Source: an optimization exercise on an open RTL-to-GDS flow (aim: a short achievable clock period and few clock cycles). Production flows keep margins and buffers that such runs may drop.
Only simulation tests tie the RTL to the original design; equivalence was not proved.
No activity file was given, so power comes from the tool's default toggle rates.

## xenon
==> flow/design.v (excerpt) <==
module cpu(
    input clk,
    input rst,
    input logic [31:0] inst_rdata,
    input logic [31:0] data_rdata,
    input logic inst_resp,
    input logic data_resp,
    input logic icache_hit,
    input logic dcache_hit,
    output logic inst_read,
    output logic [31:0] inst_addr,
    output logic data_read,
    output logic data_write,
    output logic [3:0] data_mbe,
    output logic [31:0] data_addr,
    output logic [31:0] data_wdata
);
Size: about 11000 cells after synthesis, roughly 2200 flip-flops, about 0.13 mm^2 of cells after synthesis.
Settings: LEC_CHECK=0, ABC_CLOCK_PERIOD_IN_PS=4000, CAP_MARGIN=20, CORE_MARGIN=2, CORE_UTILIZATION=40, SLEW_MARGIN=20; clock period 10.0 ns.
standard.sh (not shown) runs the stock make flow with config.mk's settings and CLKGATE_MAP_FILE= SYNTH_SCRIPT=/design/flow/synth_recipe.tcl, a recipe that flattens the netlist after the stock synthesis.
==> flow/flow/run.sh <==
#!/bin/bash
set -euo pipefail
bash standard.sh SETUP_SLACK_MARGIN=6 finish > standard.log 2>&1
xenon finished all stages; the layout is clean.
Testbench counts of xenon, summed over its fixed seeds: cycles 109,070.
Edits applied to the flow inputs when going from xenon to pepper:
-- flow/design.v --
<<< xenon, line 157
    logic        idex_we, idex_ld, idex_st, idex_br, idex_jalr, idex_pred, idex_auipc;
    logic        idex_m_eq, idex_m_ne, idex_m_lt, idex_m_ge, idex_m_ltu, idex_m_geu, idex_fca, idex_fcb;
    logic [4:0]  idex_rd;
    logic [2:0]  idex_f3;
>>> pepper, line 157
    logic        idex_we, idex_ld, idex_st, idex_br, idex_jalr, idex_pred, idex_auipc;
    logic        idex_m_eq, idex_m_ne, idex_m_lt, idex_m_ge, idex_m_ltu, idex_m_geu, idex_fca, idex_fcb;
    logic        idex_kill;
    logic        idex_we_r, idex_ld_r, idex_st_r, idex_br_r, idex_jalr_r, idex_auipc_r;
    logic        idex_m_eq_r, idex_m_ne_r, idex_m_lt_r, idex_m_ge_r, idex_m_ltu_r, idex_m_geu_r;
    assign idex_we = idex_we_r & ~idex_kill;
    assign idex_ld = idex_ld_r & ~idex_kill;
    assign idex_st = idex_st_r & ~idex_kill;
    assign idex_br = idex_br_r & ~idex_kill;
    assign idex_jalr = idex_jalr_r & ~idex_kill;
    assign idex_auipc = idex_auipc_r & ~idex_kill;
    assign idex_m_eq = idex_m_eq_r & ~idex_kill;
    assign idex_m_ne = idex_m_ne_r & ~idex_kill;
    assign idex_m_lt = idex_m_lt_r & ~idex_kill;
    assign idex_m_ge = idex_m_ge_r & ~idex_kill;
    assign idex_m_ltu = idex_m_ltu_r & ~idex_kill;
    assign idex_m_geu = idex_m_geu_r & ~idex_kill;
    logic [4:0]  idex_rd;
    logic [2:0]  idex_f3;
<<< xenon, line 409
        n_i = pfv & (nhit_i | (ipm & inst_resp));
        n_d = pfv & (nhit_d | (dpre & ~dbusy & data_resp));
        c_unk = ~stall & (ex_redirect | (~lu_stall & (id_redirect | (fresp & btb_hit))));
        c_seq = ~stall & ~ex_redirect & ~lu_stall & ~id_redirect & fresp & ~btb_hit
              & (pc[4:2] == 3'b111);
        f_i = c_unk ? 1'b0 : c_seq ? n_i : k_i;
>>> pepper, line 424
        n_i = pfv & (nhit_i | (ipm & inst_resp));
        n_d = pfv & (nhit_d | (dpre & ~dbusy & data_resp));
        c_unk = 1'b0;
        c_seq = ~stall & ~lu_stall & ~id_redirect & fresp & ~btb_hit
              & (pc[4:2] == 3'b111);
        f_i = c_unk ? 1'b0 : c_seq ? n_i : k_i;
<<< xenon, line 450
                dv    <= 1'b1;
                dline <= data_addr[31:5];
            end else if (dsrc & ~dbusy & ~data_resp) begin
                dv    <= 1'b0;
            end
>>> pepper, line 465
                dv    <= 1'b1;
                dline <= data_addr[31:5];
            end else if (dsrc & ~dbusy & ~data_resp & hit_d) begin
                dv    <= 1'b0;
            end
<<< xenon, line 532
    assign keep = idex_br & ~lu_stall & (pc[31:2] == idex_alt[31:2]);
    logic id_go;
    assign id_go = ifid_v & ~lu_stall & ~ex_redirect;
    always_ff @(posedge clk) begin
        if (rst) begin
            idex_we <= 1'b0; idex_ld <= 1'b0; idex_st <= 1'b0;
            idex_br <= 1'b0; idex_jalr <= 1'b0; idex_auipc <= 1'b0;
            idex_m_eq <= 1'b0; idex_m_ne <= 1'b0; idex_m_lt <= 1'b0;
            idex_m_ge <= 1'b0; idex_m_ltu <= 1'b0; idex_m_geu <= 1'b0;
        end else if (!stall) begin
            idex_we   <= id_go & id_we;
            idex_ld   <= id_go & is_ld;
            idex_st   <= id_go & is_st;
            idex_br   <= id_go & is_br;
            idex_jalr <= id_go & is_jalr & ~jr_early;
            idex_auipc <= id_go & is_auipc;
            idex_m_eq  <= id_go & is_br & ((f3 == 3'b000 & ~pred) | (f3 == 3'b001 & pred));
            idex_m_ne  <= id_go & is_br & ((f3 == 3'b001 & ~pred) | (f3 == 3'b000 & pred));
            idex_m_lt  <= id_go & is_br & ((f3 == 3'b100 & ~pred) | (f3 == 3'b101 & pred));
            idex_m_ge  <= id_go & is_br & ((f3 == 3'b101 & ~pred) | (f3 == 3'b100 & pred));
            idex_m_ltu <= id_go & is_br & ((f3 == 3'b110 & ~pred) | (f3 == 3'b111 & pred));
            idex_m_geu <= id_go & is_br & ((f3 == 3'b111 & ~pred) | (f3 == 3'b110 & pred));
        end
    end
>>> pepper, line 547
    assign keep = idex_br & ~lu_stall & (pc[31:2] == idex_alt[31:2]);
    logic id_go;
    assign id_go = ifid_v & ~lu_stall;
    always_ff @(posedge clk) begin
        if (rst) begin
            idex_we_r <= 1'b0; idex_kill <= 1'b0; idex_ld_r <= 1'b0; idex_st_r <= 1'b0;
            idex_br_r <= 1'b0; idex_jalr_r <= 1'b0; idex_auipc_r <= 1'b0;
            idex_m_eq_r <= 1'b0; idex_m_ne_r <= 1'b0; idex_m_lt_r <= 1'b0;
            idex_m_ge_r <= 1'b0; idex_m_ltu_r <= 1'b0; idex_m_geu_r <= 1'b0;
        end else if (!stall) begin
            idex_kill <= ex_redirect;
            idex_we_r   <= id_go & id_we;
            idex_ld_r   <= id_go & is_ld;
            idex_st_r   <= id_go & is_st;
            idex_br_r   <= id_go & is_br;
            idex_jalr_r <= id_go & is_jalr & ~jr_early;
            idex_auipc_r <= id_go & is_auipc;
            idex_m_eq_r  <= id_go & is_br & ((f3 == 3'b000 & ~pred) | (f3 == 3'b001 & pred));
            idex_m_ne_r  <= id_go & is_br & ((f3 == 3'b001 & ~pred) | (f3 == 3'b000 & pred));
            idex_m_lt_r  <= id_go & is_br & ((f3 == 3'b100 & ~pred) | (f3 == 3'b101 & pred));
            idex_m_ge_r  <= id_go & is_br & ((f3 == 3'b101 & ~pred) | (f3 == 3'b100 & pred));
            idex_m_ltu_r <= id_go & is_br & ((f3 == 3'b110 & ~pred) | (f3 == 3'b111 & pred));
            idex_m_geu_r <= id_go & is_br & ((f3 == 3'b111 & ~pred) | (f3 == 3'b110 & pred));
        end
    end
[summary]
From xenon to pepper the numbers moved as follows: worst endpoint data arrival time -2.98 ns; sequential group share of total power +0.3 points; wire length of the first global-routing pass +5500 um; switching power of the nets -about 3.6%; TritonCTS sink count ~0 delta.
Area enclosed by the die boundary (higher): pepper
Count of placed standard cells in the final layout, fillers left out (lower): xenon
Summary of pepper over xenon: largest stage delay on the critical path dropped 0.04 ns; headroom to the max-slew limit dropped 2.0 points; mux cell area share after synthesis barely changed; fraction of synthesized cell area in xor and xnor cells barely changed; number of cells after detailed placement climbed 0.86%.
pepper ends up with a number of inverters outside the clock class in the layout that is 16 lower than in xenon.
Of the two values seen for kind of critical path, reg2reg was produced by xenon and reg2out by pepper.
Testbench counts of pepper, summed over its fixed seeds: cycles 107,500.

re-timing with driven ports:
The results above use ideal ports. As a check the final layouts listed here were re-extracted and re-timed, cells and wires unchanged.
Step 1 sets driving cells, clkbuf_16 on the clock port and buf_2 on the other inputs (assumed; they add their load-dependent delay and slew).
Step 2 adds t to the input delays and takes it off the output delays; t is the mean of the earliest and latest rising clock arrival at the registers after step 1. Input paths then give back, and output paths get back, about the clock's delay inside the block.
Three values: no drivers, after step 1, after step 2; two values: the first two.
run	t, ns	setup slack, ns	worst setup path at the end	slew at the worst register clock pin (ns)
xenon	1.010	5.422 / 5.329 / 4.743	input to register	0.07 / 0.07
pepper	1.014	5.590 / 5.482 / 5.030	input to register	0.07 / 0.07
After both steps every run listed still meets setup and hold. The setup slack of xenon, which loses most, moves by -0.093 ns with the drivers and by -0.679 ns with both steps.
